This design comes from an exercise in tuning for small area on the open sky130 flow, not from production work. Only simulation tests tie the RTL to the original design; equivalence was not proved. Power figures rest on the tool's default switching activity, not on a simulated workload.

run 1:
## pipeline
module pipeline(
    input clk,
    input rst,
    input [22:0] a,
    input [7:0] p,
    input [22:0] b,
    input [7:0] q,
    input m,
    output reg [7:0] final_exponent,
    output reg [22:0] normal_mantissa_sum
);
    genvar i;
    wire [22:0] orp;
    assign orp[0] = 1'b0;
    generate
        for (i = 1; i < 23; i = i + 1) begin : g_orp
            assign orp[i] = orp[i-1] | b[i-1];
        end
    endgenerate
    wire [22:0] bn = b ^ ({23{m}} & orp);
    wire [7:0] eh = ~(p ^ q);
    wire [7:0] eg = p & ~q;
    wire [8:0] c0, c1;
    assign c0[0] = 1'b0;
    assign c1[0] = 1'b1;
    generate
        for (i = 0; i < 8; i = i + 1) begin : g_exc
            assign c0[i+1] = eg[i] | (eh[i] & c0[i]);
            assign c1[i+1] = eg[i] | (eh[i] & c1[i]);
        end
    endgenerate
    wire       g  = c0[8];                        
    wire [7:0] d  = g ? (eh ^ c1[7:0]) : ~(eh ^ c0[7:0]);    
    wire       dz = |d[7:5];                      
    wire [4:0] ds = {d[4:3] | {2{dz}}, d[2:0]};   
    wire [7:0] e  = g ? p : q;
    wire [22:0] mx = g ? a : bn;
    wire [22:0] mn = g ? bn : a;
    reg [7:0]  e0;
    reg [22:0] m0;
    reg [22:0] n0;
    reg [4:0]  d0;
    always @(posedge clk) begin
        e0 <= e;
        m0 <= mx;
        n0 <= mn;
        d0 <= ds;
    end
    wire [23:0] a0 = {1'b1, n0};
    wire [23:0] a1 = d0[0] ? {1'b0, a0[23:1]}  : a0;
    wire [23:0] a2 = d0[1] ? {2'b0, a1[23:2]}  : a1;
    wire [23:0] a4 = d0[2] ? {4'b0, a2[23:4]}  : a2;
    wire [23:0] a8 = d0[3] ? {8'b0, a4[23:8]}  : a4;
    wire [23:0] sh = d0[4] ? {16'b0, a8[23:16]} : a8;
    reg [7:0]  e1;
    reg [22:0] m1;
    reg [23:0] s1;
    always @(posedge clk) begin
        e1 <= e0;
        m1 <= m0;
        s1 <= sh;
    end
    reg r1, r2, r3, r4;
    always @(posedge clk) begin
        r1 <= rst;
        r2 <= r1;
        r3 <= r2;
        r4 <= r3;
    end
    wire [23:0] sum;
    wire co;
    bk_add24 add(.x({1'b1, m1}), .y(s1 ^ {24{m}}), .ci(m), .s(sum), .co(co));
  ...
Size: about 1000 cells after synthesis, roughly 96 I/O pins, ~9900 um2 of cells after synthesis.
==> flow/config.mk <==
export PLATFORM = sky130hd
export DESIGN_NAME = pipeline
export DESIGN_NICKNAME = pipeline
export VERILOG_FILES = /design/flow/design.v
export SDC_FILE = /design/flow/constraint.sdc
export NUM_CORES = 4
export LEC_CHECK = 0
export CAP_MARGIN = 20
export CORE_MARGIN = 2
export CORE_UTILIZATION = 40
export GPL_TIMING_DRIVEN = 0
export SLEW_MARGIN = 20
==> flow/constraint.sdc <==
create_clock -name core_clock -period 4.0 [get_ports {clk}]
set_input_delay 0.8000 -clock core_clock [delete_from_list [all_inputs] [get_ports {clk}]]
set_output_delay 0.8000 -clock core_clock [all_outputs]
set_load 0.01 [all_outputs]
standard.sh (not shown) runs the stock make flow with config.mk's settings and CLKGATE_MAP_FILE= SYNTH_SCRIPT=/design/flow/synth_recipe.tcl, a recipe that flattens the netlist after the stock synthesis.
==> flow/flow/run.sh <==
#!/bin/bash
set -euo pipefail
bash standard.sh \
  "BUFFER_PORTS_ARGS=-buffer_cell sky130_fd_sc_hd__buf_1" \
  "CTS_ARGS=-sink_clustering_enable -repair_clock_nets -sink_clustering_size 18 -sink_clustering_max_diameter 60 -buf_list sky130_fd_sc_hd__clkbuf_8 -dont_use_dummy_load" \
  finish > standard_flow.log 2>&1
Run 1: PASS, flow complete, no timing, DRC or antenna violations
Modified inputs, run 2 compared to run 1
- putting ABC_AREA at 1 where nothing was set
==> flow/flow/run.sh <==
#!/bin/bash
set -euo pipefail
bash standard.sh \
  "BUFFER_PORTS_ARGS=-buffer_cell sky130_fd_sc_hd__buf_1" \
  "CTS_ARGS=-sink_clustering_enable -repair_clock_nets -sink_clustering_size 30 -sink_clustering_max_diameter 80 -buf_list sky130_fd_sc_hd__clkbuf_16 -dont_use_dummy_load" \
  finish > standard_flow.log 2>&1
--- outcome ---
Compared with run 1, run 2 shows maximum clock frequency lower by 2.7%. Taking run 2 as 1.0, run 1 lands at 0.944 on total power. Going from run 1 to run 2, number of non-filler instances in the completed layout +about 22%; hold buffer count at cts stayed essentially flat; summed area of non-filler cells in the final layout +3.5%; clock buffer and inverter area fraction after layout saw an increase. Going from run 1 to run 2, sum of net half-perimeters after detailed placement grows by about 9%. Compared with run 1, run 2 shows post-synthesis share of cell area spent on full adders, half adders and majority gates lower by 0.27 points.
Edits applied to the flow inputs when going from run 2 to run 3:
- ABC_AREA: 1 -> unset
==> flow/flow/run.sh <==
#!/bin/bash
set -euo pipefail
bash standard.sh \
  "BUFFER_PORTS_ARGS=-buffer_cell sky130_fd_sc_hd__buf_1" \
  "CTS_ARGS=-sink_clustering_enable -repair_clock_nets -sink_clustering_size 35 -sink_clustering_max_diameter 90 -buf_list sky130_fd_sc_hd__clkbuf_16 -dont_use_dummy_load" \
  finish > standard_flow.log 2>&1
--- outcome ---
Final layout net count was lower in run 3 than in run 2.
Compared with run 2, run 3 shows post-place instance area that has gone down by a few percent.
Clock group share of total power, run 2 and run 3, higher one = run 2.
Having completed the whole flow, run 3 delivered a layout that passed the timing, DRC and antenna checks.
Run 3 vs run 2: clock skew down
Looking at switching share of power, run 3 sits 3.0 points lower than run 2 does.
When run 3 is set beside run 2, its critical path depth turns out to be 1 larger.
Per the comparison of run 3 with run 2, post-synthesis compound-gate area fraction rose by 1.7 points, worst slew margin relative to its limit lower, leakage dissipation went down 14%.
Final standard cell utilization of the core came out lower on run 3 than on run 2.

---

Another version of the RTL of pipeline (not shown whole).
For scale: roughly 230 flip-flops, roughly 96 I/O pins.
Settings: LEC_CHECK=0, CAP_MARGIN=20, CORE_MARGIN=2, CORE_UTILIZATION=40, GPL_TIMING_DRIVEN=0, SLEW_MARGIN=20; clock period 4.0 ns.
==> flow/flow/run.sh <==
#!/bin/bash
set -euo pipefail
bash standard.sh \
  "BUFFER_PORTS_ARGS=-buffer_cell sky130_fd_sc_hd__buf_1" \
  "CTS_ARGS=-sink_clustering_enable -repair_clock_nets -sink_clustering_size 35 -sink_clustering_max_diameter 90 -buf_list sky130_fd_sc_hd__clkbuf_16 -dont_use_dummy_load" \
  finish > standard_flow.log 2>&1
Next try:
==> flow/flow/run.sh (replaced) <==
#!/bin/bash
set -euo pipefail
bash standard.sh \
  "BUFFER_PORTS_ARGS=-buffer_cell sky130_fd_sc_hd__buf_1" \
  "CTS_ARGS=-sink_clustering_enable -repair_clock_nets -sink_clustering_size 32 -sink_clustering_max_diameter 150 -buf_list {sky130_fd_sc_hd__clkbuf_8 sky130_fd_sc_hd__clkbuf_16} -dont_use_dummy_load" \
  finish > standard_flow.log 2>&1
Sequential power stays flat.
Routed wire length barely changes.
Total power came out lower by 0.85%.
Via count goes up by 0.82%.
Sequential share of layout area rises by 0.11 points.
Global-route usage increases by 0.11 points.
Design area stays flat.
Synthesized cell count stays the same.
Cell count hardly moves.
Worst hold slack improved by 44 ps.
Non-clock buffer count stays the same.
Next try:
==> flow/flow/run.sh (replaced) <==
#!/bin/bash
set -euo pipefail
rm -rf scripts_abc
cp -r "$FLOW_HOME/scripts" scripts_abc
cp flow/abc_area_nf.script scripts_abc/abc_speed.script
bash standard.sh \
  "SCRIPTS_DIR=$PWD/scripts_abc" \
  "BUFFER_PORTS_ARGS=-buffer_cell sky130_fd_sc_hd__buf_1" \
  "CTS_ARGS=-sink_clustering_enable -repair_clock_nets -sink_clustering_size 35 -sink_clustering_max_diameter 90 -buf_list sky130_fd_sc_hd__clkbuf_16 -dont_use_dummy_load" \
  finish > standard_flow.log 2>&1
==> flow/flow/abc_area_nf.script (new file) <==
&get -n
&st
&dch
&nf -R 1000 -p -F 8 -C 32
&st
&syn2
&if -g -K 6
&synch2
&nf -R 1000 -p -F 8 -C 32
&st
&syn2
&if -g -K 6
&synch2
&nf -R 1000 -p -F 8 -C 32
&put
buffer -c
topo
stime -c
upsize -c
dnsize -c
What happened: The new run passed the timing, DRC and antenna checks; worst hold slack stays flat; design area is higher by 1.6%; non-clock buffer count is higher by 10; setup slack loses 140 ps.

==> separate check: timing with driven ports <==
No port has a modelled driver above. Below, the same layouts with a new extraction and two added sets of constraints. Step 1, drivers: a clkbuf_16 drives clk and a buf_2 each remaining input, both assumed. Step 2 adds t to the input delays and takes it off the output delays; t is the mean of the earliest and latest rising clock arrival at the registers after step 1. Input paths then give back, and output paths get back, about the clock's delay inside the block. Three values: ideal ports, drivers, drivers and shift; two values: the first two.
| run | shift t [ns] | slack for setup (ns) | hold slack, ns | slew at the worst register clock pin (ns) |
|---|---|---|---|---|
| run 1 | 0.546 | 0.173 / 0.190 / -0.356 | 0.292 / 0.292 / 0.292 | 0.10 / 0.10 |
| run 2 | 0.505 | 0.066 / 0.090 / -0.415 | 0.333 / 0.333 / 0.333 | 0.10 / 0.10 |
| run 3 | 0.504 | 0.113 / 0.138 / -0.366 | 0.337 / 0.337 / 0.337 | 0.12 / 0.12 |
| the first run of note 2 | 0.507 | 0.126 / 0.151 / -0.356 | 0.292 / 0.292 / 0.292 | 0.12 / 0.12 |
| the second run of note 2 | 0.493 | 0.163 / 0.192 / -0.301 | 0.337 / 0.337 / 0.337 | 0.12 / 0.12 |
| the third run of note 2 | 0.485 | 0.025 / 0.039 / -0.445 | 0.338 / 0.338 / 0.338 | 0.12 / 0.12 |
Met with ideal ports but missed after step 2: setup timing in every run listed. The setup slack of run 1, which loses most, moves by +0.017 ns with the drivers and by -0.529 ns with both steps.
